What follows belongs to an exercise in optimizing a design on an open flow for small area and a short achievable clock period; a production flow would make more cautious choices.
At most, simulation tests tie the RTL to the original design; equivalence was not proved.
For run 4, only the layout was checked, not whether the RTL still works.
Power and IR drop assume default switching activity.

===== design.v =====
module hb_task_queue_core #(
    parameter DEPTH = 16,
    parameter WIDTH = 32
)(
    input  logic clk,
    input  logic reset,                  
    input  logic push_req,
    input  logic [WIDTH-1:0] data_in,
    output logic full,
    output logic valid_out,
    output logic [WIDTH-1:0] data_out,
    input  logic pop_req
);
    localparam RDEPTH = DEPTH - 1;               
    localparam PTR_W  = $clog2(RDEPTH);
    localparam CNT_W  = $clog2(DEPTH + 1);
    logic [WIDTH-1:0] head_q;
    logic [WIDTH-1:0] ring [0:RDEPTH-1];
    logic [PTR_W-1:0] rd, wr;
    logic [CNT_W-1:0] count;
    logic             valid_q, full_q, one_q;   
    logic             le1_q;                    
    assign data_out  = head_q;
    assign valid_out = valid_q;
    assign full      = full_q;
    wire push_ok = push_req && !full_q;
    wire pop_ok  = pop_req && valid_q;
    wire inc     = push_ok && !pop_ok;
    wire dec     = pop_ok && !push_ok;
    wire head_en = valid_q ? pop_req : push_req;
    always_ff @(posedge clk) begin
        if (head_en)
            head_q <= le1_q ? data_in : ring[rd];
    end
    wire ring_wr  = valid_q && !full_q;
    wire ring_adv = push_ok && valid_q && !(pop_ok && one_q);
    wire ring_rd  = pop_ok && !le1_q;
    always_ff @(posedge clk) begin
        if (push_req && ring_wr)
            ring[wr] <= data_in;
    end
    function automatic [PTR_W-1:0] ptr_inc(input [PTR_W-1:0] p);
        ptr_inc = (p == RDEPTH - 1) ? '0 : p + 1'b1;
    endfunction
    always_ff @(posedge clk) begin
        if (reset) begin
            rd      <= '0;
            wr      <= '0;
            count   <= '0;
            valid_q <= 1'b0;
            full_q  <= 1'b0;
            one_q   <= 1'b0;
            le1_q   <= 1'b1;
        end else begin
            if (ring_adv) wr <= ptr_inc(wr);
            if (ring_rd)  rd <= ptr_inc(rd);
            if (inc) begin
                count   <= count + 1'b1;
                valid_q <= 1'b1;
                full_q  <= (count == DEPTH - 1);
                one_q   <= (count == 0);
                le1_q   <= (count == 0);
            end else if (dec) begin
                count   <= count - 1'b1;
                valid_q <= (count != 1);
                full_q  <= 1'b0;
                one_q   <= (count == 2);
                le1_q   <= (count <= 2);
            end
        end
    end
endmodule
module hb_task_distributor (
    input  logic clk,
    input  logic reset,                  
    input  logic in_valid,
    input  logic [31:0] in_data,
    output logic out_valid,
    output logic [31:0] out_data,
    input  logic consumer_ready
);
    logic buffered_valid;
    logic [31:0] buffered_data;
    assign out_valid = buffered_valid;
    assign out_data  = buffered_data;
    always_ff @(posedge clk) begin
        if (in_valid && !buffered_valid)
            buffered_data <= in_data;
    end
    always_ff @(posedge clk) begin
        if (reset)
            buffered_valid <= 1'b0;
        else if (!buffered_valid)
            buffered_valid <= in_valid;
        else if (consumer_ready)
            buffered_valid <= 1'b0;
    end
endmodule
module hb_arbiter_banked (
    input  logic clk,
    input  logic reset,                  
    input  logic in_valid,
    input  logic [31:0] in_data,
    output logic [1:0] grant_out,
    output logic [1:0] served_bank
);
    logic rr;
    logic [1:0] grant;
    assign grant_out   = grant;
    assign served_bank = grant;
    always_ff @(posedge clk) begin
        if (reset) begin
            grant <= 2'b00;
            rr    <= 1'b0;
        end else begin
            grant <= in_valid ? (rr ? 2'b10 : 2'b01) : 2'b00;
            if (in_valid) rr <= ~rr;
        end
    end
endmodule
module hb_task_queue_top (
    input  logic        clk,
    input  logic        reset,             
    input  logic        push_req,
    input  logic [31:0] data_in,
    input  logic        pop_req,
    output logic        full,
    output logic        valid_out,
    output logic [31:0] data_out,
    input  logic        consumer_ready,
    output logic        dist_out_valid,
    output logic [31:0] dist_out_data,
    output logic [1:0]  grant_out,
    output logic [1:0]  served_bank
);
    hb_task_queue_core #(.DEPTH(16), .WIDTH(32)) dut_queue (
        .clk(clk),
        .reset(reset),
        .push_req(push_req),
        .data_in(data_in),
        .full(full),
        .valid_out(valid_out),
        .data_out(data_out),
        .pop_req(pop_req)
    );
    hb_task_distributor distributor (
        .clk(clk),
        .reset(reset),
        .in_valid(valid_out),
        .in_data(data_out),
        .out_valid(dist_out_valid),
        .out_data(dist_out_data),
        .consumer_ready(consumer_ready)
    );
    hb_arbiter_banked arbiter (
        .clk(clk),
        .reset(reset),
        .in_valid(valid_out),
        .in_data(data_out),
        .grant_out(grant_out),
        .served_bank(served_bank)
    );
endmodule

===== run.sh =====
#!/bin/bash
# synth_recipe.tcl (not shown) runs the flow's synth.tcl, then flattens the netlist and writes it again
# the make line also repeats each setting of config.mk as NAME=value (left out here)
make -C /OpenROAD-flow-scripts/flow DESIGN_CONFIG=/design/flow/config.mk WORK_HOME=/design/flow/orfs CLKGATE_MAP_FILE= SYNTH_SCRIPT=/design/flow/synth_recipe.tcl finish

===== config.mk =====
export PLATFORM = sky130hd
export DESIGN_NAME = hb_task_queue_top
export DESIGN_NICKNAME = hb_task_queue_top
export VERILOG_FILES = /design/flow/design.v
export SDC_FILE = /design/flow/constraint.sdc
export NUM_CORES = 4
export LEC_CHECK = 0
export CAP_MARGIN = 20
export CORE_MARGIN = 2
export CORE_UTILIZATION = 40
export SLEW_MARGIN = 20

===== constraint.sdc =====
create_clock -name core_clock -period 3.6 [get_ports {clk}]
set_input_delay 0.7200 -clock core_clock [delete_from_list [all_inputs] [get_ports {clk}]]
set_output_delay 0.7200 -clock core_clock [all_outputs]
set_load 0.01 [all_outputs]

==> results of run 1 <==
worst reg2reg max path, cell delays in order (launching register included):
cell and delay (ns):
dfxtp_4 0.68, nor2_2 0.28, nand2_1 0.46, o221ai_1 0.24, a211oi_1 0.44, a21oi_1 0.07
logic make-up after synthesis:
group	count (synthesis)
buffers and inverters	91
XOR/XNOR	4
AND/OR/NAND/NOR	162
multiplexers	175
adder cells (fa/ha/maj)	6
AO/OA/AOI/OAI	173
flip-flops	569
per-layer routing:
metal | up-vias | part of all wire (%) | track usage, %
li1 | 5036 | - | -
met1 | 5721 | 45 | 23.0
met2 | 300 | 48 | 26.9
met3 | 84 | 5.0 | 3.05
met4 | 2 | 2.6 | 5.34
met5 | - | 0.023 | 0
flip-flops by register name, summed over array words and instances, names as in the netlist, named ones only:
register,cells
arbiter.grant,2
dut_queue.ring,480
dut_queue.rd,4
distributor.buffered_valid,1
arbiter.rr,1
dut_queue.wr,4
dut_queue.full_q,1
dut_queue.count,5
distributor.buffered_data,32
dut_queue.head_q,32
dut_queue.one_q,1
dut_queue.le1_q,1
dut_queue.valid_q,1
power by group:
group / internal (mW) / total (mW) / switching (mW)
registers: 7.45 / 7.56 / 0.109
logic: 0.418 / 0.921 / 0.503
clock network: 3.20 / 5.70 / 2.50
layout make-up:
class                   count  area [um^2]  area share [%]
clock buffers              72         1500            5.75
clock inverters            37          328            1.25
inverters                  20         75.1           0.287
multi-input cells         520         4960            18.9
flip-flops and latches    569        16800            64.4
well taps                 748          936            3.58
repair buffers            154         1510            5.78
worst max path at each step:
stage	startpoint	slack, ns	endpoint	cells after the start
2_1_floorplan	push_req	-0.37	dut_queue.ring[0][0]	5
3_3_place_gp	push_req	0.68	dut_queue.ring[6][28]	7
3_5_place_dp	push_req	0.65	dut_queue.ring[6][28]	7
4_1_cts	dut_queue.valid_q	0.90	valid_out	1
5_1_grt	dut_queue.valid_q	0.86	valid_out	1
6_report	dut_queue.valid_q	0.97	valid_out	1
per-stage QoR:
| stage | setup TNS [ns] | hold WS (ns) |
|---|---|---|
| 2_1_floorplan | -23.96 | 0.435 |
| 3_3_place_gp | 0 | 0.426 |
| 3_5_place_dp | 0 | 0.435 |
| 4_1_cts | 0 | 0.450 |
| 5_1_grt | 0 | 0.458 |
| 6_report | 0 | 0.449 |
synthesized netlist by cell type (4+ instances only):
| cell | n |
|---|---|
| o221ai_1 | 32 |
| a211oi_2 | 7 |
| nand2b_1 | 28 |
| nor2_1 | 25 |
| mux2_4 | 11 |
| a21oi_1 | 26 |
| mux2i_1 | 110 |
| ha_1 | 6 |
| clkbuf_1 | 26 |
| mux4_2 | 52 |
| buf_4 | 14 |
| o21ai_0 | 25 |
| edfxtp_1 | 544 |
| nor3_1 | 8 |
| nand2_1 | 31 |
| nor2b_1 | 23 |
| nand3_1 | 6 |
| a311oi_1 | 4 |
| buf_6 | 14 |
| inv_1 | 19 |
| dfxtp_1 | 25 |
| a221oi_1 | 12 |
| o22ai_1 | 20 |
| or3_1 | 5 |
| o211ai_2 | 11 |
| buf_2 | 14 |
| a211oi_1 | 28 |
| nor3_2 | 20 |
==> impl_metrics.env, run 1 <==
export IMPL_status="no timing/DRC/antenna violations"
export IMPL_vias=11143
export IMPL_ys_warnings_count=3
export IMPL_ys_types=52
export IMPL_setup_violations=0
export IMPL_finalNonFillerCells=2120
export IMPL_cts_setup_buffers=0
export IMPL_portBuffers=107
export IMPL_min_period_ns=2.63
export IMPL_hold_class="reg2reg"
export IMPL_yosys_area_share_simple_pct=4.29
export IMPL_synth_compound_area_share_pct=5.86
export IMPL_skew_ns=0.0279
export IMPL_cts_made_buffers=58
export IMPL_post_route_period_util_pct=73.1
export IMPL_first_global_vias=11501
export IMPL_first_pass_iters=5
export IMPL_cp_required_ns=2.88
export IMPL_max_slew_worst_pin_slew_ns=0.801
export IMPL_grt_overflow_total=0
export IMPL_diodes=0
export IMPL_drive_gt1_share_pct=18.7
export IMPL_ctsHoldBuffers=0
export IMPL_insertion_delay_ns=0.63
export IMPL_cp_start_kind="flop"
export IMPL_htreeDepth=2
export IMPL_path_cells="clkdlybuf4s50_1"
export IMPL_critical_path_endpoint_type="output port"
export IMPL_grt_max_degree=53
export IMPL_synth_xor_area_share_pct=0.158
export IMPL_ys_flop_type="edfxtp_1"
export IMPL_core_region_area_um2=55000
export IMPL_crit_family="flip-flops"
export IMPL_grt_total_usage_pct=16.7
export IMPL_ys_top_cells_by_area="edfxtp_1 (74%), mux4_2 (5.3%), mux2i_1 (5.0%)"
export IMPL_rows=86
export IMPL_rr_worst_depth=5
export IMPL_drt_initial_drc_count=950
export IMPL_syn_inst=1180
export IMPL_ys_seq_area_share_pct=75.9
export IMPL_dp_cells=2011
export IMPL_avgSynthCellArea_um2=18.8
export IMPL_placed_area_um2=24300
export IMPL_fin_area_um2=26200
export IMPL_synth_top_family_by_area="multiplexers"
export IMPL_r2r_end="dut_queue.head_q[30]"
export IMPL_ioPinCount=108
export IMPL_synthMuxAreaShare_pct=11.1
export IMPL_tritoncts="yes"
export IMPL_start_util_pct=40.3
export IMPL_final_cell_mix="edfxtp_1 (544), mux2i_1 (110), clkdlybuf4s50_1 (107)"
export IMPL_die_height_um=240
export IMPL_crit_slowest_cell="dfxtp_1"
export IMPL_nets=1366
export IMPL_die_x_um=240
export IMPL_post_place_ws_ns=0.646
export IMPL_layout_commonest_cell="edfxtp_1"
export IMPL_synth_top_cell_by_area="edfxtp_1"
export IMPL_fmax_mhz=380
export IMPL_dieArea_um2=57400
export IMPL_wl_per_cell_um=22.2
export IMPL_cts_buffer_depth=3
export IMPL_clk_pin_slew_ns=0.06
export IMPL_synth_fp_nets=1223
export IMPL_routabilityCongestion=0.746
export IMPL_clockRootBuffer="clkbuf_16"
export IMPL_maxSlewViolCount=0
export IMPL_worstHoldEndpoint="distributor.buffered_data[24]"
export IMPL_ctsResizeCount=0
export IMPL_p_total_mw=14.2
export IMPL_routed_wl_um=47000
export IMPL_synth_area_um2=22200
export IMPL_synth_async_sr_flop_share_pct=0
export IMPL_whs_path_depth=0
export IMPL_worstSetupPathType="reg2out"
export IMPL_drv_cap=0
export IMPL_utilization_pct=47.6
export IMPL_p_leak_nw=7.89
export IMPL_synth_fa_ha_area_share_pct=0.338
export IMPL_slew_headroom_pct=46.4
export IMPL_routed_via_density=5.26
export IMPL_setup_ws_ns=0.970
export IMPL_synth_top_area_share_pct=73.6
export IMPL_drc_errors=0
export IMPL_grt_pass1_wl_um=71300
export IMPL_dp_final_hpwl_um=28000
export IMPL_worstHoldStart="dut_queue.head_q[24]"
export IMPL_hold_viol_final=0
export IMPL_clock_sinks=569
export IMPL_crit_fanout=12
export IMPL_ys_ff_latch=569
export IMPL_antenna_found_initial=1
export IMPL_critPathArrivalTime_ns=1.91
export IMPL_synth_edf_count=544
export IMPL_ir_drop_mv=0.402
export IMPL_worst_path_buf_inv=1
export IMPL_syn2layout_area_growth_pct=17.9
export IMPL_rsz0062_at_grt="false"
export IMPL_r2r_slack_ns=1.16
export IMPL_power_density_nw_per_um2=542
export IMPL_slowest_delay_ns=0.66
export IMPL_n_fill_cell=4562
export IMPL_ant_nets=0
==> run 2: changes to the inputs <==
--- a/config.mk
+++ b/config.mk
@@ -8,4 +8,5 @@
 export CAP_MARGIN = 20
 export CORE_MARGIN = 2
 export CORE_UTILIZATION = 40
+export SETUP_SLACK_MARGIN = 1.8
 export SLEW_MARGIN = 20
==> impl_metrics.env, run 2 <==
export IMPL_status="no timing/DRC/antenna violations"
export IMPL_cts_buffer_depth=3
export IMPL_rr_worst_depth=6
export IMPL_finalSetupTns_ns=0
export IMPL_r2r_end="dut_queue.head_q[2]"
export IMPL_ys_top_cells_by_area="edfxtp_1 (74%), mux4_2 (5.3%), mux2i_1 (5.0%)"
export IMPL_tritoncts="yes"
export IMPL_syn_inst=1180
export IMPL_cts_made_buffers=59
export IMPL_synth_commonest_cells="edfxtp_1 (544), mux2i_1 (110), mux4_2 (52), o221ai_1 (32), nand2_1 (31)"
export IMPL_grt_pass1_wl_um=79300
export IMPL_grt_total_usage_pct=19.0
export IMPL_min_period_ns=1.97
export IMPL_antenna_found_initial=0
export IMPL_avgSynthCellArea_um2=18.8
export IMPL_synth_most_common_cell="edfxtp_1"
export IMPL_cp_start_kind="flop"
export IMPL_die_x_um=240
export IMPL_die_height_um=240
export IMPL_largestRegisters="dut_queue.ring (480), distributor.buffered_data (32), dut_queue.head_q (32)"
export IMPL_synth_async_sr_flop_share_pct=0
export IMPL_vias=12393
export IMPL_portBuffers=107
export IMPL_top_register="dut_queue.ring"
export IMPL_setup_violations=0
export IMPL_synth_fp_nets=1223
export IMPL_power_density_nw_per_um2=506
export IMPL_drt_initial_drc_count=1407
export IMPL_slew_headroom_pct=45.9
export IMPL_start_util_pct=40.3
export IMPL_maxSlewViolCount=0
export IMPL_routed_wl_um=59100
export IMPL_ctsHoldBuffers=0
export IMPL_crit_fanout=6
export IMPL_ys_warnings_count=3
export IMPL_critical_path_endpoint_type="flop"
export IMPL_ys_types=52
export IMPL_layout_commonest_cell="edfxtp_1"
export IMPL_clockRootBuffer="clkbuf_16"
export IMPL_cp_required_ns=3.94
export IMPL_hold_viol_final=0
export IMPL_synth_compound_area_share_pct=5.86
export IMPL_wl_per_cell_um=26.3
export IMPL_drc_errors=0
export IMPL_critPathArrivalTime_ns=2.31
export IMPL_synth_top_family_by_area="multiplexers"
export IMPL_ys_seq_area_share_pct=75.9
export IMPL_dp_final_hpwl_um=25900
export IMPL_first_pass_iters=5
export IMPL_grt_overflow_total=0
export IMPL_synth_fa_ha_area_share_pct=0.338
export IMPL_p_total_mw=14.8
export IMPL_ys_flop_type="edfxtp_1"
export IMPL_htreeDepth=2
export IMPL_r2r_slack_ns=1.63
export IMPL_synth_top_cell_by_area="edfxtp_1"
export IMPL_routabilityCongestion=0.725
export IMPL_synth_area_um2=22200
export IMPL_skew_ns=0.0269
export IMPL_clock_sinks=569
export IMPL_synthMuxAreaShare_pct=11.1
export IMPL_yosys_area_share_simple_pct=4.29
export IMPL_insertion_delay_ns=0.62
export IMPL_rsz0062_at_grt="true"
export IMPL_power_frac_seq_pct=51.0
export IMPL_synth_edf_count=544
export IMPL_synth_top_area_share_pct=73.6
export IMPL_cp_endpoint="dut_queue.head_q[2]"
export IMPL_ioPinCount=108
export IMPL_clkPwrFrac_pct=41.0
export IMPL_power_switching_mw=3.22
export IMPL_ant_nets=0
export IMPL_largest_register_ffs=480
export IMPL_hold_class="reg2reg"
export IMPL_fin_hold_ws_ns=0.442
export IMPL_core_region_area_um2=55000
export IMPL_nets=1504
export IMPL_rows=86
export IMPL_routed_via_density=5.51
export IMPL_clk_pin_slew_ns=0.06
export IMPL_drive_gt1_share_pct=37.6
export IMPL_syn2layout_area_growth_pct=31.6
export IMPL_first_global_vias=12192
export IMPL_swShare_pct=21.8
export IMPL_pwr_share_comb_pct=8.0
export IMPL_diodes=0
export IMPL_placed_area_um2=24300
export IMPL_fmax_mhz=507
export IMPL_p_int_mw=11.6
export IMPL_drv_cap=0
export IMPL_ys_ff_latch=569
export IMPL_fin_area_um2=29200
export IMPL_worstSetupPathType="reg2reg"
export IMPL_p_leak_nw=9.25
export IMPL_dieArea_um2=57400
export IMPL_ir_drop_mv=0.397
export IMPL_grt_max_degree=66
export IMPL_max_slew_worst_pin_slew_ns=0.808
export IMPL_post_route_period_util_pct=54.8
export IMPL_final_cell_mix="edfxtp_1 (544), mux2i_1 (106), clkbuf_16 (78)"
export IMPL_synth_xor_area_share_pct=0.158
-- run 2: cell types whose count changed in the layout (fill, tap and decap cells not counted), sizes merged --
cell and delta:
dlygate4sd2 +1, clkdlybuf4s50 -72, clkinv -7, clkinvlp -2
or2 +1, bufbuf +1, clkbuf +19, buf +187
bufinv +4, inv -1
-- run 2: worst max-delay path, cell delays in order, from the launching register on --
cell and delay (ns):
dfxtp_4 0.44, buf_8 0.17, buf_6 0.11, mux4_2 0.50, nand2b_4 0.16, a211oi_2 0.25, a21oi_1 0.06
-- run 2: through the flow --
step / setup slack, ns / cells / util (%)
2_1_floorplan: 1.05 / 1180 / -
3_3_place_gp: 0.712 / 2001 / 44.2
3_5_place_dp: 0.738 / 2001 / 44.2
4_1_cts: 1.60 / 2196 / 50.7
5_1_grt: 1.56 / 2251 / 53.1
6_report: 1.63 / 2251 / 53.1
-- run 2: cells by family (layout without fill, tap and decap cells) --
logic type | after synthesis | after routing
XOR/XNOR | 4 | 4
multiplexers | 175 | 175
AO/OA/AOI/OAI | 173 | 173
buffers and inverters | 91 | 413
flip-flops | 569 | 569
adder cells (fa/ha/maj) | 6 | 6
AND/OR/NAND/NOR | 162 | 163
-- run 2: routing by layer --
layer  vias to the layer above  track usage (%)  part of all wire (%)
met5                         -                0                     0
met4                         0             5.95                   3.4
met3                       129             3.30                   6.9
met2                       485             31.0                    49
met1                      6427             25.9                    41
li1                       5352                -                     -
-- run 2: power groups by stage --
stage | Clock, mW | Sequential [mW] | Combinational, mW
after floorplan | 0 | 7.70 | 0.440
after global placement | 0 | 7.68 | 0.929
after detailed placement | 0 | 7.68 | 0.941
after CTS | 6.14 | 7.52 | 1.07
after global routing | 6.39 | 7.54 | 1.27
final | 6.05 | 7.53 | 1.19
-- run 2: timing repair --
action	in CTS	in global routing
buffers inserted	68	33
setup endpoints to repair	664	552
gates cloned	24	22
gates resized for setup	446	115
pin swaps	23	42
-- run 2: worst min path at each step --
stage	to	start	cells past startpoint
6_report	distributor.buffered_data[13]	dut_queue.head_q[13]	0
5_1_grt	distributor.buffered_data[19]	dut_queue.head_q[19]	0
4_1_cts	distributor.buffered_data[24]	dut_queue.head_q[24]	0
3_5_place_dp	distributor.buffered_data[24]	dut_queue.head_q[24]	0
3_3_place_gp	distributor.buffered_data[16]	dut_queue.head_q[16]	0
2_1_floorplan	arbiter.grant[0]	arbiter.rr	1
-- run 2: area by class of cell --
type | instances | area, um^2
clock buffer | 72 | 1570
clock inverter | 31 | 323
fill | 4217 | 25800
inverter | 20 | 86.3
multi-input combinational | 521 | 5610
sequential | 569 | 16900
tap | 748 | 936
timing repair buffer | 290 | 3810
==> run 3: changes to the inputs <==
--- a/config.mk
+++ b/config.mk
@@ -8,5 +8,5 @@
 export CAP_MARGIN = 20
 export CORE_MARGIN = 2
 export CORE_UTILIZATION = 40
-export SETUP_SLACK_MARGIN = 1.8
+export SETUP_SLACK_MARGIN = 2.2
 export SLEW_MARGIN = 20
==> impl_metrics.env, run 3 <==
export IMPL_rows=86
export IMPL_rsz0062_at_grt="true"
export IMPL_antenna_found_initial=0
export IMPL_cts_buffer_depth=3
export IMPL_clock_sinks=569
export IMPL_startpoint="dut_queue.valid_q"
export IMPL_pwr_share_comb_pct=9.7
export IMPL_vias=12867
export IMPL_tritoncts="yes"
export IMPL_grt_max_degree=39
export IMPL_core_region_area_um2=55000
export IMPL_htreeDepth=2
export IMPL_slowest_delay_ns=0.36
export IMPL_fin_area_um2=30600
export IMPL_r2r_end="dut_queue.ring[10][21]"
export IMPL_ys_seq_area_share_pct=75.9
export IMPL_grt_overflow_total=0
export IMPL_maxSlewViolCount=0
export IMPL_power_density_nw_per_um2=468
export IMPL_final_cell_mix="edfxtp_1 (544), mux2i_1 (98), clkbuf_16 (76), buf_6 (76), buf_2 (64)"
export IMPL_diodes=0
export IMPL_p_total_mw=14.3
export IMPL_layout_commonest_cell="edfxtp_1"
export IMPL_die_height_um=240
export IMPL_cp_start_kind="flop"
export IMPL_dp_final_hpwl_um=27200
export IMPL_cp_required_ns=3.92
export IMPL_finalSetupTns_ns=0
export IMPL_drv_cap=0
export IMPL_synth_fp_nets=1223
export IMPL_ys_warnings_count=3
export IMPL_min_period_ns=2.05
export IMPL_routed_via_density=5.51
export IMPL_largest_register_ffs=480
export IMPL_crit_slowest_cell="dfxtp_4"
export IMPL_max_slew_worst_pin_slew_ns=1.03
export IMPL_clkPwrFrac_pct=37.5
export IMPL_worstSetupPathType="reg2reg"
export IMPL_drt_initial_drc_count=1203
export IMPL_ioPinCount=108
export IMPL_swShare_pct=23.0
export IMPL_synth_most_common_cell="edfxtp_1"
export IMPL_wl_per_cell_um=27.2
export IMPL_routed_wl_um=63400
export IMPL_setup_ws_ns=1.55
export IMPL_die_x_um=240
export IMPL_ys_ff_latch=569
export IMPL_clk_pin_slew_ns=0.06
export IMPL_drive_gt1_share_pct=42.4
export IMPL_cts_made_buffers=56
export IMPL_r2r_slack_ns=1.55
export IMPL_crit_family="buffers and inverters"
export IMPL_nets=1585
export IMPL_largestRegisters="dut_queue.ring (480), distributor.buffered_data (32), dut_queue.head_q (32)"
export IMPL_ys_flop_type="edfxtp_1"
export IMPL_path_cells="buf_6 -> buf_12 -> buf_8 -> buf_6 -> nand4_1 -> buf_6 -> buf_6 -> nor2_4 -> buf_6 -> buf_12"
export IMPL_routabilityCongestion=0.737
export IMPL_top_register="dut_queue.ring"
export IMPL_hold_class="reg2reg"
export IMPL_status="no timing/DRC/antenna violations"
export IMPL_crit_fanout=8
export IMPL_setup_violations=0
export IMPL_rr_worst_depth=10
export IMPL_synth_commonest_cells="edfxtp_1 (544), mux2i_1 (110), mux4_2 (52), o221ai_1 (32), nand2_1 (31)"
export IMPL_p_leak_nw=9.83
export IMPL_avgSynthCellArea_um2=18.8
export IMPL_insertion_delay_ns=0.62
export IMPL_reg2reg_from="dut_queue.valid_q"
export IMPL_synth_top_cell_by_area="edfxtp_1"
export IMPL_ys_types=52
export IMPL_utilization_pct=55.6
export IMPL_critPathArrivalTime_ns=2.37
export IMPL_syn2layout_area_growth_pct=37.7
export IMPL_grt_total_usage_pct=20.6
export IMPL_fmax_mhz=488
export IMPL_skew_ns=0.0175
export IMPL_crit_path_frequent_cell="buf_6"
export IMPL_portBuffers=107
export IMPL_ys_top_cells_by_area="edfxtp_1 (74%), mux4_2 (5.3%), mux2i_1 (5.0%)"
export IMPL_power_frac_seq_pct=52.8
export IMPL_start_util_pct=40.3
export IMPL_worst_path_buf_inv=8
export IMPL_synth_edf_count=544
export IMPL_cp_depth=10
export IMPL_placed_area_um2=24300
export IMPL_synth_area_um2=22200
export IMPL_post_route_period_util_pct=56.9
export IMPL_ant_nets=0
export IMPL_grt_pass1_wl_um=85400
export IMPL_syn_inst=1180
export IMPL_slew_headroom_pct=31.2
export IMPL_synth_async_sr_flop_share_pct=0
export IMPL_drc_errors=0
export IMPL_ctsHoldBuffers=0
export IMPL_critical_path_endpoint_type="flop"
export IMPL_clockRootBuffer="clkbuf_16"
export IMPL_hold_viol_final=0
export IMPL_post_place_ws_ns=0.573
export IMPL_dieArea_um2=57400
export IMPL_p_int_mw=11.0
export IMPL_power_switching_mw=3.29
export IMPL_synth_top_area_share_pct=73.6
export IMPL_first_pass_iters=4
export IMPL_first_global_vias=12575
export IMPL_cp_endpoint="dut_queue.ring[10][21]"
export IMPL_ir_drop_mv=0.460
[run 3: cell families (layout without fill, tap and decap cells)]
group / Yosys count / in the layout / synth area share, %
compound gates: 173 / 173 / 5.86
xor+xnor: 4 / 4 / 0.158
fa+ha+maj: 6 / 6 / 0.338
buf+inv: 91 / 497 / 2.38
flops: 569 / 569 / 75.9
mux: 175 / 175 / 11.1
simple gates: 162 / 162 / 4.29
[run 3: timing repair]
action | CTS | global route
endpoints found under the setup margin | 669 | 670
gates cloned | 46 | 21
setup buffers | 118 | 42
pin swaps | 39 | 46
gates resized for setup | 558 | 126
[run 3: per-layer routing]
| layer | track usage, % | share of wire [%] | vias to the layer above |
|---|---|---|---|
| met2 | 33.9 | 49 | 478 |
| met5 | 0 | 0 | - |
| li1 | - | - | 5529 |
| met1 | 27.6 | 40 | 6715 |
| met4 | 8.58 | 4.6 | 0 |
| met3 | 3.04 | 5.9 | 145 |
[run 3: worst reg2reg max path, delay by kind of cell (launching register included)]
kind                   cells  cell delay (ns)
DFF                        1             0.36
and+or+nand+nor            2             0.35
buffers and inverters      8             1.02
[run 3: stage by stage]
step           hold slack (ns)  cells
2_1_floorplan            0.435   1180
3_3_place_gp             0.438   2005
3_5_place_dp             0.435   2005
4_1_cts                  0.445   2271
5_1_grt                  0.458   2334
6_report                 0.443   2334
[run 3: final cells by class]
type | instances | area, um^2
Sequential cell | 569 | 16900
Fill cell | 4040 | 24400
Inverter | 20 | 93.8
Clock inverter | 33 | 159
Timing Repair Buffer | 375 | 5260
Multi-Input combinational cell | 520 | 5760
Clock buffer | 69 | 1470
Tap cell | 748 | 936
[run 3: worst min-delay path by stage]
stage,from,end,slack (ns),cells past startpoint
floorplan,arbiter.rr,arbiter.grant[0],0.43,1
CTS,dut_queue.head_q[16],distributor.buffered_data[16],0.44,0
finish,dut_queue.head_q[16],distributor.buffered_data[16],0.44,0
detailed placement,dut_queue.head_q[16],distributor.buffered_data[16],0.44,0
global route,dut_queue.head_q[31],distributor.buffered_data[31],0.46,0
global placement,dut_queue.head_q[24],distributor.buffered_data[24],0.44,0
[run 3: power groups by stage]
stage	Clock [mW]	Combinational (mW)	Sequential (mW)
global route	5.69	1.47	7.56
finish	5.36	1.39	7.55
CTS	5.41	1.23	7.54
floorplan	0	0.435	7.70
global placement	0	0.926	7.69
detailed placement	0	0.937	7.70
==> run 4: changes to the inputs <==
==> design.v (replaced) <==
module hb_task_queue_core #(
    parameter DEPTH = 16,
    parameter WIDTH = 32
)(
    input  logic clk,
    input  logic reset,                  
    input  logic push_req,
    input  logic [WIDTH-1:0] data_in,
    output logic full,
    output logic valid_out,
    output logic [WIDTH-1:0] data_out,
    input  logic pop_req
);
    localparam PTR_W = $clog2(DEPTH);
    logic [WIDTH-1:0] mem [0:DEPTH-1];
    logic [PTR_W-1:0] head, tail;
    logic [$clog2(DEPTH+1)-1:0] count;
    assign full = (count == DEPTH);
    assign valid_out = (count != 0);
    assign data_out = mem[head];
    always_ff @(posedge clk) begin
        if (reset) begin
            head <= '0;
            tail <= '0;
            count <= '0;
        end else begin
            if (push_req && !full) begin
                mem[tail] <= data_in;
                tail <= tail + 1;
            end
            if (pop_req && (count != 0)) begin
                head <= head + 1;
            end
            if ((push_req && !full) && !(pop_req && (count != 0)))
                count <= count + 1;
            else if (!(push_req && !full) && (pop_req && (count != 0)))
                count <= count - 1;
        end
    end
endmodule
module hb_task_distributor (
    input  logic clk,
    input  logic reset,                  
    input  logic in_valid,
    input  logic [31:0] in_data,
    output logic out_valid,
    output logic [31:0] out_data,
    input  logic consumer_ready
);
    logic buffered_valid;
    logic [31:0] buffered_data;
    assign out_valid = buffered_valid;
    assign out_data  = buffered_data;
    always_ff @(posedge clk) begin
        if (reset) begin
            buffered_valid <= 0;
            buffered_data <= 32'h0;
        end else begin
            if (buffered_valid && consumer_ready) begin
                buffered_valid <= 0;
            end
            if (in_valid && !buffered_valid) begin
                buffered_data <= in_data;
                buffered_valid <= 1;
            end
        end
    end
endmodule
module hb_arbiter_banked (
    input  logic clk,
    input  logic reset,                  
    input  logic in_valid,
    input  logic [31:0] in_data,
    output logic [1:0] grant_out,
    output logic [1:0] served_bank
);
    logic rr;
    always_ff @(posedge clk) begin
        if (reset) begin
            grant_out   <= 2'b00;
            served_bank <= 2'b00;
            rr          <= 0;
        end else begin
            grant_out   <= 2'b00;
            served_bank <= 2'b00;
            if (in_valid) begin
                if (rr == 0) begin
                    grant_out   <= 2'b01;
                    served_bank <= 2'b01;
                    rr          <= 1;
                end else begin
                    grant_out   <= 2'b10;
                    served_bank <= 2'b10;
                    rr          <= 0;
                end
            end
        end
    end
endmodule
module hb_task_queue_top (
    input  logic        clk,
    input  logic        reset,             
    input  logic        push_req,
    input  logic [31:0] data_in,
    input  logic        pop_req,
    output logic        full,
    output logic        valid_out,
    output logic [31:0] data_out,
    input  logic        consumer_ready,
    output logic        dist_out_valid,
    output logic [31:0] dist_out_data,
    output logic [1:0]  grant_out,
    output logic [1:0]  served_bank
);
    hb_task_queue_core #(.DEPTH(16), .WIDTH(32)) dut_queue (
        .clk(clk),
        .reset(reset),
        .push_req(push_req),
        .data_in(data_in),
        .full(full),
        .valid_out(valid_out),
        .data_out(data_out),
        .pop_req(pop_req)
    );
    hb_task_distributor distributor (
        .clk(clk),
        .reset(reset),
        .in_valid(valid_out),
        .in_data(data_out),
        .out_valid(dist_out_valid),
        .out_data(dist_out_data),
        .consumer_ready(consumer_ready)
    );
    hb_arbiter_banked arbiter (
        .clk(clk),
        .reset(reset),
        .in_valid(valid_out),
        .in_data(data_out),
        .grant_out(grant_out),
        .served_bank(served_bank)
    );
endmodule
--- a/config.mk
+++ b/config.mk
@@ -8,5 +8,4 @@
 export CAP_MARGIN = 20
 export CORE_MARGIN = 2
 export CORE_UTILIZATION = 40
-export SETUP_SLACK_MARGIN = 2.2
 export SLEW_MARGIN = 20
==> impl_metrics.env, run 4 <==
export IMPL_status="no timing/DRC/antenna violations"
export IMPL_ctsHoldBuffers=0
export IMPL_nets=1334
export IMPL_routabilityCongestion=0.732
export IMPL_synth_area_um2=21900
export IMPL_n_fill_cell=4280
export IMPL_drt_initial_drc_count=737
export IMPL_htreeDepth=2
export IMPL_power_switching_mw=4.46
export IMPL_ys_top_cells_by_area="edfxtp_1 (70%), mux4_2 (13%), dfxtp_1 (4.9%)"
export IMPL_vias=10914
export IMPL_routed_wl_um=50000
export IMPL_ys_flop_type="edfxtp_1"
export IMPL_top_register="dut_queue.mem"
export IMPL_die_height_um=238
export IMPL_grt_overflow_total=0
export IMPL_fmax_mhz=285
export IMPL_ys_warnings_count=3
export IMPL_grt_max_degree=65
export IMPL_synth_fp_nets=1161
export IMPL_synth_top_cell_by_area="edfxtp_1"
export IMPL_clkPwrFrac_pct=34.6
export IMPL_ant_nets=0
export IMPL_dp_final_hpwl_um=28600
export IMPL_multi_input_area_um2=5450
export IMPL_first_global_vias=11175
export IMPL_layout_commonest_cell="edfxtp_1"
export IMPL_routed_via_density=5.37
export IMPL_core_region_area_um2=53900
export IMPL_drv_cap=0
export IMPL_cp_required_ns=2.88
export IMPL_largestRegisters="dut_queue.mem (512), distributor.buffered_data (32), dut_queue.count (5)"
export IMPL_largest_register_ffs=512
export IMPL_final_cell_mix="edfxtp_1 (512), mux4_2 (128), clkdlybuf4s50_1 (84)"
export IMPL_first_pass_iters=5
export IMPL_die_x_um=238
export IMPL_min_period_ns=3.51
export IMPL_p_total_mw=17.1
export IMPL_drc_errors=0
export IMPL_swShare_pct=26.0
export IMPL_portBuffers=107
export IMPL_fin_hold_ws_ns=0.473
export IMPL_synth_edf_count=512
export IMPL_clock_sinks=565
export IMPL_maxSlewViolCount=0
export IMPL_p_leak_nw=8.84
export IMPL_ys_seq_area_share_pct=75.1
export IMPL_syn2layout_area_growth_pct=22.6
export IMPL_post_route_period_util_pct=97.5
export IMPL_start_util_pct=40.6
export IMPL_clk_pin_slew_ns=0.06
export IMPL_syn_inst=1114
export IMPL_ys_types=36
export IMPL_power_frac_seq_pct=45.3
export IMPL_critPathArrivalTime_ns=2.79
export IMPL_p_int_mw=12.7
export IMPL_cts_made_buffers=57
export IMPL_cp_start_kind="flop"
export IMPL_ioPinCount=108
export IMPL_rows=85
export IMPL_antenna_found_initial=3
export IMPL_dieArea_um2=56600
export IMPL_utilization_pct=49.7
export IMPL_synth_most_common_cell="edfxtp_1"
export IMPL_seq_area_um2=16400
export IMPL_finalNonFillerCells=2034
export IMPL_clockRootBuffer="clkbuf_16"
export IMPL_critical_path_endpoint_type="output port"
export IMPL_crit_fanout=6
export IMPL_pwr_share_comb_pct=20.1
export IMPL_grt_total_usage_pct=17.9
export IMPL_skew_ns=0.0153
export IMPL_slew_headroom_pct=51.6
export IMPL_grt_pass1_wl_um=74100
export IMPL_max_slew_worst_pin_slew_ns=0.722
export IMPL_setup_violations=0
export IMPL_tritoncts="yes"
export IMPL_wl_per_cell_um=24.6
export IMPL_hold_viol_final=0
export IMPL_worstSetupPathType="reg2out"
export IMPL_power_density_nw_per_um2=638
export IMPL_avgSynthCellArea_um2=19.6
export IMPL_insertion_delay_ns=0.61
export IMPL_synth_async_sr_flop_share_pct=0
export IMPL_dp_cells=1906
export IMPL_ir_drop_mv=0.401
export IMPL_synth_top_area_share_pct=70.3
export IMPL_hold_class="reg2reg"
export IMPL_cts_buffer_depth=3
export IMPL_drive_gt1_share_pct=25.1
export IMPL_synth_commonest_cells="edfxtp_1 (512), mux4_2 (128), nor2_1 (96), nand2_1 (70), dfxtp_1 (53)"
export IMPL_ys_ff_latch=565
run 4: changes by cell type after synthesis, sizes merged, moves of 23 or more:
| cell | delta |
|---|---|
| a211oi | -32 |
| a21o | +32 |
| a221o | +32 |
| dfxtp | +28 |
| edfxtp | -32 |
| mux2i | -75 |
| mux4 | +76 |
| nand2 | +39 |
| nor2 | +71 |
| nor2b | -24 |
| nor3 | -23 |
| o21ai | -24 |
| o221ai | -32 |
run 4: final timing paths:
| kind | from | slack [ns] | cells after the start | end |
|---|---|---|---|---|
| worst min register to register | arbiter.rr | 0.47 | 1 | arbiter.grant_out[0] |
| worst max-delay path | flop | 0.09 | 7 | data_out[22] |
| worst min-delay path | arbiter.rr | 0.47 | 1 | arbiter.grant_out[0] |
| worst max register to register | dut_queue.count[0] | 0.56 | 9 | dut_queue.count[4] |
run 4: cell type report:
| class | count | area share [%] |
|---|---|---|
| diodes | 2 | 0.0187 |
| clock buffers | 81 | 5.89 |
| clock inverters | 27 | 1.10 |
| inverters | 6 | 0.0840 |
| multi-input cells | 479 | 20.3 |
| flip-flops and latches | 565 | 61.4 |
| well taps | 696 | 3.25 |
| repair buffers | 178 | 7.95 |
run 4: repair_timing:
item / CTS / global route
gates resized for setup: 38 / 44
endpoints found under the setup margin: 32 / 26
cloned: 3 / 1
pin swaps: 0 / 0
setup buffers: 5 / 9
run 4: worst max-delay path, cell delays in order, from the launching register on:
cell and delay [ns]:
dfxtp_4 0.38, buf_12 0.15, clkbuf_16 0.18, mux4_2 0.54
mux2i_4 0.24, nor2_1 0.07, a21o_1 0.16, clkdlybuf4s50_1 0.47
run 4: cells by family after synthesis:
kind of cell    count (synthesis)  synth area share (%)
flops                         565                  75.1
simple gates                  214                  4.33
mux                           164                  14.8
compound gates                 81                  3.08
buf+inv                        70                  1.60
xor+xnor                       10                 0.400
fa+ha+maj                      10                 0.606
run 4: per-layer routing:
metal	up-vias	global-route usage [%]	wire (um)
met5	-	0	0
met4	0	4.67	804
met3	59	2.89	2610
met2	273	29.4	24400
met1	5755	25.1	22200
li1	4827	-	-
run 4: power by group through the flow:
stage	logic [mW]	clock network (mW)	registers [mW]
2_1_floorplan	1.77	0	7.84
3_3_place_gp	3.31	0	7.88
3_5_place_dp	3.33	0	7.88
4_1_cts	3.44	6.07	7.76
5_1_grt	3.74	6.31	7.80
6_report	3.43	5.92	7.76
run 4: metrics by stage:
| stage | TNS [ns] | setup WS (ns) | cell area, um^2 |
|---|---|---|---|
| after floorplan | 0 | 0.492 | 21900 |
| after global placement | 0 | 0.0843 | 24300 |
| after detailed placement | 0 | 0.0410 | 24300 |
| after CTS | -0.856 | -0.0876 | 26500 |
| after global routing | -0.00450 | -0.00345 | 26800 |
| final | 0 | 0.0887 | 26800 |
==> run 5: changes to the inputs <==
==> design.v (replaced) <==
module hb_task_queue_core #(
    parameter DEPTH = 16,
    parameter WIDTH = 32
)(
    input  logic clk,
    input  logic reset,                  
    input  logic push_req,
    input  logic [WIDTH-1:0] data_in,
    output logic full,
    output logic valid_out,
    output logic [WIDTH-1:0] data_out,
    input  logic pop_req,
    output logic empty                   
);
    localparam RDEPTH = DEPTH - 1;       
    logic [WIDTH-1:0] head_q;
    logic [WIDTH-1:0] slot [0:RDEPTH-1];
    logic [DEPTH:0]   occ;               
    logic             valid_q, full_q;   
    logic             le1_q;             
    assign data_out  = head_q;
    assign valid_out = valid_q;
    assign full      = full_q;
    assign empty     = occ[0];
    wire push_ok = push_req && !occ[DEPTH];
    wire pop_ok  = pop_req && !occ[0];
    wire inc     = push_ok && !pop_ok;
    wire dec     = pop_ok && !push_ok;
    wire head_en = occ[0] ? push_req : pop_req;
    logic [WIDTH-1:0] head_d;
    always_comb begin
        head_d = le1_q ? data_in : '0;
        for (int j = 0; j < RDEPTH; j++)
            head_d = head_d | (occ[j+2] ? slot[j] : '0);
    end
    always_ff @(posedge clk) begin
        if (head_en)
            head_q <= head_d;
    end
    wire shift = push_req && !occ[0] && !occ[DEPTH];
    always_ff @(posedge clk) begin
        if (shift) begin
            slot[0] <= data_in;
            for (int j = 1; j < RDEPTH; j++)
                slot[j] <= slot[j-1];
        end
    end
    logic [DEPTH:0] occ_n;
    always_comb begin
        occ_n = occ;
        if (inc)      occ_n = {occ[DEPTH-1:0], 1'b0};
        else if (dec) occ_n = {1'b0, occ[DEPTH:1]};
    end
    always_ff @(posedge clk) begin
        if (reset) begin
            occ     <= {{DEPTH{1'b0}}, 1'b1};
            valid_q <= 1'b0;
            full_q  <= 1'b0;
            le1_q   <= 1'b1;
        end else begin
            occ     <= occ_n;
            valid_q <= !occ_n[0];
            full_q  <= occ_n[DEPTH];
            le1_q   <= occ_n[0] | occ_n[1];
        end
    end
endmodule
module hb_task_distributor (
    input  logic clk,
    input  logic reset,                  
    input  logic in_valid,
    input  logic [31:0] in_data,
    output logic out_valid,
    output logic [31:0] out_data,
    input  logic consumer_ready
);
    logic buffered_valid;                
    logic buffered_empty;                
    logic [31:0] buffered_data;
    assign out_valid = buffered_valid;
    assign out_data  = buffered_data;
    always_ff @(posedge clk) begin
        if (in_valid && buffered_empty)
            buffered_data <= in_data;
    end
    logic valid_n;
    always_comb begin
        if (buffered_empty)
            valid_n = in_valid;
        else
            valid_n = !consumer_ready;
    end
    always_ff @(posedge clk) begin
        if (reset) begin
            buffered_valid <= 1'b0;
            buffered_empty <= 1'b1;
        end else begin
            buffered_valid <= valid_n;
            buffered_empty <= !valid_n;
        end
    end
endmodule
module hb_arbiter_banked (
    input  logic clk,
    input  logic reset,                  
    input  logic in_valid,
    input  logic [31:0] in_data,
    output logic [1:0] grant_out,
    output logic [1:0] served_bank
);
    logic rr;
    logic [1:0] grant;
    assign grant_out   = grant;
    assign served_bank = grant;
    always_ff @(posedge clk) begin
        if (reset) begin
            grant <= 2'b00;
            rr    <= 1'b0;
        end else begin
            grant <= in_valid ? (rr ? 2'b10 : 2'b01) : 2'b00;
            if (in_valid) rr <= ~rr;
        end
    end
endmodule
module hb_task_queue_top (
    input  logic        clk,
    input  logic        reset,             
    input  logic        push_req,
    input  logic [31:0] data_in,
    input  logic        pop_req,
    output logic        full,
    output logic        valid_out,
    output logic [31:0] data_out,
    input  logic        consumer_ready,
    output logic        dist_out_valid,
    output logic [31:0] dist_out_data,
    output logic [1:0]  grant_out,
    output logic [1:0]  served_bank
);
    logic q_empty;
    hb_task_queue_core #(.DEPTH(16), .WIDTH(32)) dut_queue (
        .clk(clk),
        .reset(reset),
        .push_req(push_req),
        .data_in(data_in),
        .full(full),
        .valid_out(valid_out),
        .data_out(data_out),
        .pop_req(pop_req),
        .empty(q_empty)
    );
    hb_task_distributor distributor (
        .clk(clk),
        .reset(reset),
        .in_valid(!q_empty),
        .in_data(data_out),
        .out_valid(dist_out_valid),
        .out_data(dist_out_data),
        .consumer_ready(consumer_ready)
    );
    hb_arbiter_banked arbiter (
        .clk(clk),
        .reset(reset),
        .in_valid(!q_empty),
        .in_data(data_out),
        .grant_out(grant_out),
        .served_bank(served_bank)
    );
endmodule
--- a/config.mk
+++ b/config.mk
@@ -8,4 +8,5 @@
 export CAP_MARGIN = 20
 export CORE_MARGIN = 2
 export CORE_UTILIZATION = 40
+export SETUP_SLACK_MARGIN = 1.8
 export SLEW_MARGIN = 20
==> impl_metrics.env, run 5 <==
export IMPL_status="no timing/DRC/antenna violations"
export IMPL_critical_path_endpoint_type="output port"
export IMPL_skew_ns=0.0159
export IMPL_first_pass_iters=5
export IMPL_routed_wl_um=49900
export IMPL_drt_initial_drc_count=1185
export IMPL_cts_made_buffers=57
export IMPL_whs_path_depth=0
export IMPL_critPathArrivalTime_ns=1.25
export IMPL_synth_compound_area_share_pct=11.8
export IMPL_synthMuxAreaShare_pct=0.154
export IMPL_power_density_nw_per_um2=630
export IMPL_worstHoldStart="dut_queue.head_q[13]"
export IMPL_grt_max_degree=84
export IMPL_p_leak_nw=7.80
export IMPL_die_x_um=229
export IMPL_routed_via_density=5.89
export IMPL_syn_inst=1006
export IMPL_first_global_vias=10884
export IMPL_layout_commonest_cell="edfxtp_1"
export IMPL_die_height_um=229
export IMPL_synth_edf_count=544
export IMPL_fin_area_um2=24200
export IMPL_cp_required_ns=2.88
export IMPL_synth_top_area_share_pct=80.5
export IMPL_path_cells="buf_2"
export IMPL_worstSetupPathType="reg2out"
export IMPL_crit_family="flip-flops"
export IMPL_finalSetupTns_ns=0
export IMPL_hold_viol_final=0
export IMPL_insertion_delay_ns=0.62
export IMPL_dp_final_hpwl_um=25800
export IMPL_p_total_mw=15.2
export IMPL_ant_nets=0
export IMPL_synth_fp_nets=1045
export IMPL_rsz0062_at_grt="true"
export IMPL_clk_pin_slew_ns=0.06
export IMPL_placed_area_um2=22000
export IMPL_dieArea_um2=52600
export IMPL_drc_errors=0
export IMPL_grt_pass1_wl_um=71500
export IMPL_diodes=0
export IMPL_ys_warnings_count=4
export IMPL_max_slew_worst_pin_slew_ns=0.934
export IMPL_ir_drop_mv=0.406
export IMPL_syn2layout_area_growth_pct=19.1
export IMPL_clockRootBuffer="clkbuf_16"
export IMPL_synth_area_um2=20300
export IMPL_rr_worst_depth=8
export IMPL_nets=1186
export IMPL_rows=82
export IMPL_core_region_area_um2=50200
export IMPL_ys_flop_type="edfxtp_1"
export IMPL_slowest_delay_ns=0.45
export IMPL_synth_xor_area_share_pct=0.0432
export IMPL_htreeDepth=2
export IMPL_clock_sinks=568
export IMPL_min_period_ns=1.97
export IMPL_worstHoldEndpoint="distributor.buffered_data[13]"
export IMPL_top_register="dut_queue.slot"
export IMPL_portBuffers=107
export IMPL_finalNonFillerCells=1864
export IMPL_yosys_area_share_simple_pct=2.34
export IMPL_r2r_end="dut_queue.occ[3]"
export IMPL_ys_ff_latch=568
export IMPL_largest_register_ffs=480
export IMPL_synth_fa_ha_area_share_pct=0.123
export IMPL_r2r_slack_ns=1.82
export IMPL_antenna_found_initial=0
export IMPL_cp_start_kind="flop"
export IMPL_drive_gt1_share_pct=21.1
export IMPL_synth_commonest_cells="edfxtp_1 (544), a221oi_1 (139), a22o_1 (128), nand4_1 (32), buf_6 (28)"
export IMPL_reg2reg_from="dut_queue.full_q"
export IMPL_ioPinCount=108
export IMPL_post_route_period_util_pct=54.6
export IMPL_ys_seq_area_share_pct=82.9
export IMPL_synth_top_cell_by_area="edfxtp_1"
export IMPL_final_cell_mix="edfxtp_1 (544), a22o_1 (128), a221oi_1 (127)"
export IMPL_fin_hold_ws_ns=0.442
export IMPL_drv_cap=0
export IMPL_wl_per_cell_um=26.8
export IMPL_tritoncts="yes"
export IMPL_synth_async_sr_flop_share_pct=0
export IMPL_crit_fanout=2
export IMPL_synth_most_common_cell="edfxtp_1"
export IMPL_cts_buffer_depth=3
export IMPL_synth_top_family_by_area="compound AO/OA/AOI/OAI gates"
export IMPL_ys_top_cells_by_area="edfxtp_1 (80%), a221oi_1 (6.0%), a22o_1 (5.5%)"
export IMPL_fmax_mhz=508
export IMPL_maxSlewViolCount=0
export IMPL_crit_slowest_cell="edfxtp_1"
export IMPL_setup_violations=0
export IMPL_grt_overflow_total=0
export IMPL_largestRegisters="dut_queue.slot (480), distributor.buffered_data (32), dut_queue.head_q (32)"
export IMPL_routabilityCongestion=0.754
export IMPL_slew_headroom_pct=37.5
export IMPL_start_util_pct=40.4
export IMPL_ys_types=27
export IMPL_grt_total_usage_pct=18.3
export IMPL_dp_cells=1741
export IMPL_worst_path_buf_inv=1
export IMPL_vias=10981
export IMPL_avgSynthCellArea_um2=20.2
export IMPL_hold_class="reg2reg"
-- run 5: cell type report --
cell class | count | area [um^2]
clock buffer | 61 | 1440
clock inverter | 43 | 480
fill | 4113 | 26000
inverter | 2 | 7.51
multi-input combinational | 362 | 3080
sequential | 568 | 16900
tap | 672 | 841
timing repair buffer | 156 | 1440
-- run 5: power by group --
group | internal (mW) | total [mW] | switching, mW
sequential | 7.66 | 8.04 | 0.377
clock | 3.55 | 6.09 | 2.54
combinational | 0.486 | 1.10 | 0.619
-- run 5: repair_timing --
item	CTS	global route
gates cloned	5	3
hold buffers	0	0
pin swaps	2	2
endpoints found under the setup margin	585	321
setup buffers	8	3
resized for setup	322	29
-- run 5: layer usage --
layer  track usage [%]  share of wire [%]  vias up
li1                  -                  -     4637
met1              25.4                 42     5716
met2              29.1                 48      549
met3              3.91                7.9       79
met4              5.68                2.4        0
met5                 0                  0        -
-- run 5: logic make-up after synthesis --
family,count (synthesis)
multiplexers,3
AND/OR/NAND/NOR,83
adder cells (fa/ha/maj),2
buffers and inverters,76
flip-flops,568
XOR/XNOR,1
AO/OA/AOI/OAI,273
-- run 5: how the worst max path moves through the flow --
stage / from / endpoint / slack [ns] / depth (start not counted)
after floorplan: push_req / dut_queue.slot[0][0] / -4.68 / 2
after global placement: push_req / dut_queue.slot[0][23] / 0.97 / 4
after detailed placement: push_req / dut_queue.slot[10][23] / 0.94 / 4
after CTS: dut_queue.head_q[22] / data_out[22] / 1.58 / 1
after global routing: dut_queue.head_q[22] / data_out[22] / 1.57 / 1
final: dut_queue.head_q[22] / data_out[22] / 1.63 / 1
-- run 5: through the flow --
stage	util, %	setup WS [ns]
after global routing	48.2	1.57
after detailed placement	43.9	0.941
after global placement	43.9	0.968
final	48.2	1.63
after CTS	47.8	1.58
after floorplan	-	-4.68
-- run 5: worst register-to-register path: cells and delay by family, from the launching register on --
family          cells  cell delay [ns]
fa+ha+maj           1             0.17
simple gates        3             0.38
buf+inv             3             0.45
flops               1             0.36
compound gates      1             0.26
==> run 6: changes to the inputs <==
--- a/config.mk
+++ b/config.mk
@@ -8,5 +8,7 @@
 export CAP_MARGIN = 20
 export CORE_MARGIN = 2
 export CORE_UTILIZATION = 40
+export CTS_CLUSTER_DIAMETER = 40
+export CTS_CLUSTER_SIZE = 30
 export SETUP_SLACK_MARGIN = 1.8
 export SLEW_MARGIN = 20
==> impl_metrics.env, run 6 <==
export IMPL_layout_commonest_cell="edfxtp_1"
export IMPL_drc_errors=0
export IMPL_largest_register_ffs=480
export IMPL_wl_per_cell_um=26.5
export IMPL_seq_area_um2=16900
export IMPL_vias=11069
export IMPL_nets=1209
export IMPL_htreeDepth=3
export IMPL_skew_ns=0.0200
export IMPL_ys_flop_type="edfxtp_1"
export IMPL_crit_slowest_cell="edfxtp_1"
export IMPL_ys_types=27
export IMPL_critical_path_endpoint_type="output port"
export IMPL_worst_path_buf_inv=1
export IMPL_ys_warnings_count=4
export IMPL_clk_pin_slew_ns=0.06
export IMPL_start_util_pct=40.4
export IMPL_dp_final_hpwl_um=25800
export IMPL_setup_violations=0
export IMPL_cts_made_buffers=75
export IMPL_synth_edf_count=544
export IMPL_dieArea_um2=52600
export IMPL_rows=82
export IMPL_die_height_um=229
export IMPL_final_cell_mix="edfxtp_1 (544), a221oi_1 (134), a22o_1 (128)"
export IMPL_ir_drop_mv=0.302
export IMPL_diodes=0
export IMPL_syn2layout_area_growth_pct=22.5
export IMPL_antenna_found_initial=0
export IMPL_rsz0062_at_grt="true"
export IMPL_setup_ws_ns=1.64
export IMPL_fin_hold_ws_ns=0.438
export IMPL_ys_seq_area_share_pct=82.9
export IMPL_synth_async_sr_flop_share_pct=0
export IMPL_worstSetupPathType="reg2out"
export IMPL_critPathArrivalTime_ns=1.24
export IMPL_grt_pass1_wl_um=72100
export IMPL_n_fill_cell=4035
export IMPL_power_switching_mw=3.98
export IMPL_routed_wl_um=50300
export IMPL_crit_fanout=2
export IMPL_min_period_ns=1.96
export IMPL_power_frac_seq_pct=47.6
export IMPL_crit_family="flip-flops"
export IMPL_largestRegisters="dut_queue.slot (480), distributor.buffered_data (32), dut_queue.head_q (32)"
export IMPL_synth_most_common_cell="edfxtp_1"
export IMPL_drv_cap=0
export IMPL_pwr_share_comb_pct=6.6
export IMPL_clkPwrFrac_pct=45.8
export IMPL_syn_inst=1006
export IMPL_cp_required_ns=2.88
export IMPL_grt_overflow_total=0
export IMPL_hold_viol_final=0
export IMPL_clock_sinks=568
export IMPL_top_register="dut_queue.slot"
export IMPL_synth_top_cell_by_area="edfxtp_1"
export IMPL_p_leak_nw=8.12
export IMPL_slowest_delay_ns=0.47
export IMPL_insertion_delay_ns=0.60
export IMPL_ant_nets=0
export IMPL_power_density_nw_per_um2=679
export IMPL_post_route_period_util_pct=54.5
export IMPL_grt_total_usage_pct=18.6
export IMPL_slew_headroom_pct=35.8
export IMPL_cp_start_kind="flop"
export IMPL_post_place_ws_ns=0.941
export IMPL_synth_top_area_share_pct=80.5
export IMPL_p_int_mw=12.9
export IMPL_synth_fp_nets=1045
export IMPL_grt_max_degree=84
export IMPL_ys_top_cells_by_area="edfxtp_1 (80%), a221oi_1 (6.0%), a22o_1 (5.5%)"
export IMPL_die_x_um=229
export IMPL_portBuffers=107
export IMPL_core_region_area_um2=50200
export IMPL_synth_area_um2=20300
export IMPL_hold_class="reg2reg"
export IMPL_maxSlewViolCount=0
export IMPL_drt_initial_drc_count=1137
export IMPL_avgSynthCellArea_um2=20.2
export IMPL_first_pass_iters=5
export IMPL_ys_ff_latch=568
export IMPL_max_slew_worst_pin_slew_ns=0.959
export IMPL_routed_via_density=5.82
export IMPL_synth_commonest_cells="edfxtp_1 (544), a221oi_1 (139), a22o_1 (128), nand4_1 (32), buf_6 (28)"
export IMPL_ioPinCount=108
export IMPL_status="no timing/DRC/antenna violations"
export IMPL_tritoncts="yes"
export IMPL_first_global_vias=11022
export IMPL_drive_gt1_share_pct=23.5
export IMPL_utilization_pct=49.5
export IMPL_multi_input_area_um2=3050
export IMPL_cts_buffer_depth=3
export IMPL_fmax_mhz=510
export IMPL_clockRootBuffer="clkbuf_16"
export IMPL_routabilityCongestion=0.754
export IMPL_path_cells="buf_6"
export IMPL_swShare_pct=23.6
-- run 6: path summary, 6_finish.rpt --
kind                                               to  slack, ns             startpoint  cells after the start
worst max-delay path                      data_out[1]       1.64    dut_queue.head_q[1]                      1
worst min-delay path            dut_queue.slot[11][4]       0.44  dut_queue.slot[10][4]                      0
worst max register to register  dut_queue.slot[0][11]       1.82       dut_queue.full_q                      5
worst min register to register  dut_queue.slot[11][4]       0.44  dut_queue.slot[10][4]                      0
-- run 6: layout make-up --
cell class / count / area share, %
repair buffers: 160 / 5.87
well taps: 672 / 3.38
clock buffers: 84 / 8.03
clock inverters: 52 / 2.52
flip-flops and latches: 568 / 67.9
inverters: 2 / 0.0302
multi-input cells: 363 / 12.3
-- run 6: metrics by stage --
stage	total power, mW	TNS (ns)	cells	area (um^2)
after detailed placement	9.26	0	1741	22000
after floorplan	8.74	-2245.62	1006	20300
final	16.9	0	1901	24900
after global routing	17.4	0	1901	24900
after CTS	17.0	0	1892	24600
after global placement	9.24	0	1741	22000
-- run 6: layer usage --
metal  track usage [%]  wire (um)  vias to the layer above
li1                  -          -                     4691
met5                 0          0                        -
met2              29.0      24100                      553
met4              6.84       1100                        0
met3              3.81       3780                       62
met1              25.8      21300                     5763
-- run 6: power by group through the flow --
stage          clock [mW]  combinational (mW)  sequential, mW
2_1_floorplan           0               0.732            8.01
3_3_place_gp            0                1.07            8.17
3_5_place_dp            0                1.08            8.18
4_1_cts              7.88                1.07            8.04
5_1_grt              8.12                1.19            8.07
6_report             7.72                1.11            8.04
-- run 6: kinds of logic (layout without fill, tap and decap cells) --
| family | after synthesis | after routing | share of synthesized area (%) |
|---|---|---|---|
| flip-flops | 568 | 568 | 82.9 |
| AO/OA/AOI/OAI | 273 | 273 | 11.8 |
| AND/OR/NAND/NOR | 83 | 84 | 2.34 |
| buffers and inverters | 76 | 298 | 2.63 |
| multiplexers | 3 | 3 | 0.154 |
| adder cells (fa/ha/maj) | 2 | 2 | 0.123 |
| XOR/XNOR | 1 | 1 | 0.0432 |
-- run 6: timing repair --
item / 4_1_cts / 5_1_grt
pin swaps: 3 / 5
gates resized for setup: 314 / 22
buffers inserted: 9 / 6
cloned: 6 / 3
hold buffers: 0 / 0
setup endpoints to repair: 583 / 272
==> run 7: changes to the inputs <==
--- a/config.mk
+++ b/config.mk
@@ -8,7 +8,7 @@
 export CAP_MARGIN = 20
 export CORE_MARGIN = 2
 export CORE_UTILIZATION = 40
-export CTS_CLUSTER_DIAMETER = 40
-export CTS_CLUSTER_SIZE = 30
+export CTS_CLUSTER_DIAMETER = 60
+export CTS_CLUSTER_SIZE = 25
 export SETUP_SLACK_MARGIN = 1.8
 export SLEW_MARGIN = 20
==> impl_metrics.env, run 7 <==
export IMPL_status="no timing/DRC/antenna violations"
export IMPL_antenna_found_initial=0
export IMPL_die_height_um=229
export IMPL_ctsHoldBuffers=0
export IMPL_synth_async_sr_flop_share_pct=0
export IMPL_vias=10783
export IMPL_grt_max_degree=84
export IMPL_synth_area_um2=20300
export IMPL_synth_compound_area_share_pct=11.8
export IMPL_tritoncts="yes"
export IMPL_synth_fa_ha_area_share_pct=0.123
export IMPL_synth_commonest_cells="edfxtp_1 (544), a221oi_1 (139), a22o_1 (128), nand4_1 (32), buf_6 (28)"
export IMPL_htreeDepth=2
export IMPL_ys_warnings_count=4
export IMPL_cp_start_kind="flop"
export IMPL_portBuffers=107
export IMPL_ys_top_cells_by_area="edfxtp_1 (80%), a221oi_1 (6.0%), a22o_1 (5.5%)"
export IMPL_post_place_ws_ns=0.941
export IMPL_crit_family="flip-flops"
export IMPL_p_leak_nw=7.55
export IMPL_r2r_slack_ns=1.83
export IMPL_rows=82
export IMPL_cp_required_ns=2.88
export IMPL_utilization_pct=47.1
export IMPL_wl_per_cell_um=26.9
export IMPL_slowest_delay_ns=0.49
export IMPL_ant_nets=0
export IMPL_die_x_um=229
export IMPL_first_global_vias=10652
export IMPL_clk_pin_slew_ns=0.09
export IMPL_ir_drop_mv=0.285
export IMPL_ys_seq_area_share_pct=82.9
export IMPL_grt_overflow_total=0
export IMPL_dieArea_um2=52600
export IMPL_synth_edf_count=544
export IMPL_nets=1170
export IMPL_post_route_period_util_pct=55.0
export IMPL_hold_class="reg2reg"
export IMPL_power_switching_mw=3.50
export IMPL_finalNonFillerCells=1833
export IMPL_p_int_mw=10.5
export IMPL_cts_buffer_depth=3
export IMPL_dp_final_hpwl_um=25800
export IMPL_syn2layout_area_growth_pct=16.3
export IMPL_routed_wl_um=49300
export IMPL_setup_violations=0
export IMPL_fmax_mhz=505
export IMPL_crit_fanout=2
export IMPL_slew_headroom_pct=38.3
export IMPL_synth_top_area_share_pct=80.5
export IMPL_final_cell_mix="edfxtp_1 (544), a22o_1 (128), a221oi_1 (128)"
export IMPL_core_region_area_um2=50200
export IMPL_syn_inst=1006
export IMPL_layout_commonest_cell="edfxtp_1"
export IMPL_synth_fp_nets=1045
export IMPL_clockRootBuffer="clkbuf_16"
export IMPL_swShare_pct=25.0
export IMPL_top_register="dut_queue.slot"
export IMPL_pwr_share_comb_pct=8.0
export IMPL_rsz0062_at_grt="true"
export IMPL_avgSynthCellArea_um2=20.2
export IMPL_yosys_area_share_simple_pct=2.34
export IMPL_ioPinCount=108
export IMPL_start_util_pct=40.4
export IMPL_drv_cap=0
export IMPL_diodes=0
export IMPL_cts_made_buffers=40
export IMPL_first_pass_iters=5
export IMPL_synth_top_cell_by_area="edfxtp_1"
export IMPL_hold_viol_final=0
export IMPL_ys_flop_type="edfxtp_1"
export IMPL_synth_top_family_by_area="compound AO/OA/AOI/OAI gates"
export IMPL_synth_most_common_cell="edfxtp_1"
export IMPL_routabilityCongestion=0.754
export IMPL_maxSlewViolCount=0
export IMPL_skew_ns=0.0264
export IMPL_worstSetupPathType="reg2out"
export IMPL_drt_initial_drc_count=1213
export IMPL_max_slew_worst_pin_slew_ns=0.922
export IMPL_clkPwrFrac_pct=34.9
export IMPL_worst_path_buf_inv=1
export IMPL_power_density_nw_per_um2=594
export IMPL_largest_register_ffs=480
export IMPL_insertion_delay_ns=0.59
export IMPL_largestRegisters="dut_queue.slot (480), distributor.buffered_data (32), dut_queue.head_q (32)"
export IMPL_ys_types=27
export IMPL_path_cells="buf_2"
export IMPL_grt_pass1_wl_um=70300
export IMPL_drc_errors=0
export IMPL_critical_path_endpoint_type="output port"
export IMPL_dp_cells=1741
export IMPL_p_total_mw=14.0
export IMPL_drive_gt1_share_pct=20.2
export IMPL_power_frac_seq_pct=57.2
export IMPL_min_period_ns=1.98
export IMPL_critPathArrivalTime_ns=1.26
export IMPL_routed_via_density=5.88
export IMPL_ys_ff_latch=568
export IMPL_grt_total_usage_pct=18.1
export IMPL_setup_ws_ns=1.62
export IMPL_crit_slowest_cell="edfxtp_1"
export IMPL_synth_xor_area_share_pct=0.0432
export IMPL_clock_sinks=568
export IMPL_synthMuxAreaShare_pct=0.154
-- run 7: cell counts after synthesis --
No cell type changed its count.
-- run 7: through the flow --
stage	instance area, um^2	hold slack [ns]	setup TNS, ns
after floorplan	20300	0.427	-2245.62
after global placement	22000	0.429	0
after detailed placement	22000	0.433	0
after CTS	23400	0.434	0
after global routing	23600	0.453	0
final	23600	0.439	0
-- run 7: area by class of cell --
type | instances | area [um^2]
fill | 4143 | 26600
clock buffer | 41 | 1030
sequential | 568 | 16900
inverter | 2 | 7.51
tap | 672 | 841
multi-input combinational | 362 | 3070
clock inverter | 31 | 368
timing repair buffer | 157 | 1420
-- run 7: repair_timing --
action	CTS	global route
pin swaps	2	2
resized for setup	319	22
setup endpoints to repair	569	257
cloned	6	1
setup buffers	8	5
-- run 7: logic make-up after synthesis --
kind of cell / Yosys count
adders and majority gates: 2
xor gates and xnor gates: 1
muxes: 3
DFF: 568
and+or+nand+nor: 83
AOI/OAI and AO/OA: 273
buffers and inverters: 76
-- run 7: worst paths after layout --
path | startpoint | end | depth (start not counted)
max | dut_queue.head_q[22] | data_out[22] | 1
min | dut_queue.slot[11][17] | dut_queue.slot[12][17] | 0
max reg2reg | dut_queue.full_q | dut_queue.slot[10][19] | 5
min reg2reg | dut_queue.slot[11][17] | dut_queue.slot[12][17] | 0
-- run 7: worst register-to-register path, cell delays in order (launching register included) --
cell	delay (ns)
dfxtp_4	0.37
buf_4	0.15
nand2b_4	0.17
nor2_4	0.18
buf_4	0.16
buf_16	0.29
-- run 7: power by group through the flow --
stage               logic, mW  registers, mW  clock network [mW]
floorplan               0.732           8.01                   0
global placement         1.07           8.17                   0
detailed placement       1.08           8.18                   0
CTS                      1.07           8.03                5.01
global route             1.20           8.05                5.21
finish                   1.12           8.01                4.89
-- run 7: metal layers --
metal	routed length [um]	track usage (%)	share of wire, %	vias to the layer above
li1	-	-	-	4586
met1	20900	25.5	42	5653
met2	23600	28.6	48	479
met3	3550	3.09	7.2	65
met4	1220	6.76	2.5	0
met5	0	0	0	-

static timing again, ports no longer ideal:
Ports are ideal in the flow. The routed layouts listed here were re-timed in OpenROAD. Step 1 (the two cells are an assumption about what drives the block):
set clk [get_ports {clk}]
set_driving_cell -lib_cell sky130_fd_sc_hd__clkbuf_16 $clk
set_driving_cell -lib_cell sky130_fd_sc_hd__buf_2 [delete_from_list [all_inputs] $clk]
Step 2 adds t to the input delays and takes it off the output delays; t is the mean of the earliest and latest rising clock arrival at the registers after step 1. Input paths then give back, and output paths get back, about the clock's delay inside the block. a / b / c = no drivers / after step 1 / after step 2; a / b = the first two.
| run | t (ns) | setup WS [ns] | worst hold slack (ns) | worst setup path after step 2 |
|---|---|---|---|---|
| run 1 | 0.669 | 0.970 / 0.915 / 0.588 | 0.449 / 0.449 / 0.449 | input to register |
| run 2 | 0.667 | 1.627 / 1.582 / 1.007 | 0.442 / 0.442 / 0.442 | input to register |
| run 3 | 0.673 | 1.550 / 1.550 / 0.975 | 0.443 / 0.443 / 0.443 | input to register |
| run 4 | 0.653 | 0.089 / 0.033 / 0.075 | 0.473 / 0.473 / 0.473 | input to register |
| run 5 | 0.657 | 1.633 / 1.583 / 1.218 | 0.442 / 0.442 / 0.442 | input to register |
| run 6 | 0.648 | 1.638 / 1.583 / 1.224 | 0.438 / 0.438 / 0.438 | input to register |
| run 7 | 0.627 | 1.619 / 1.565 / 1.245 | 0.439 / 0.439 / 0.439 | input to register |
After both steps setup and hold are still met in every run listed. The setup slack of run 2, which loses most, moves by -0.045 ns with the drivers and by -0.620 ns with both steps.
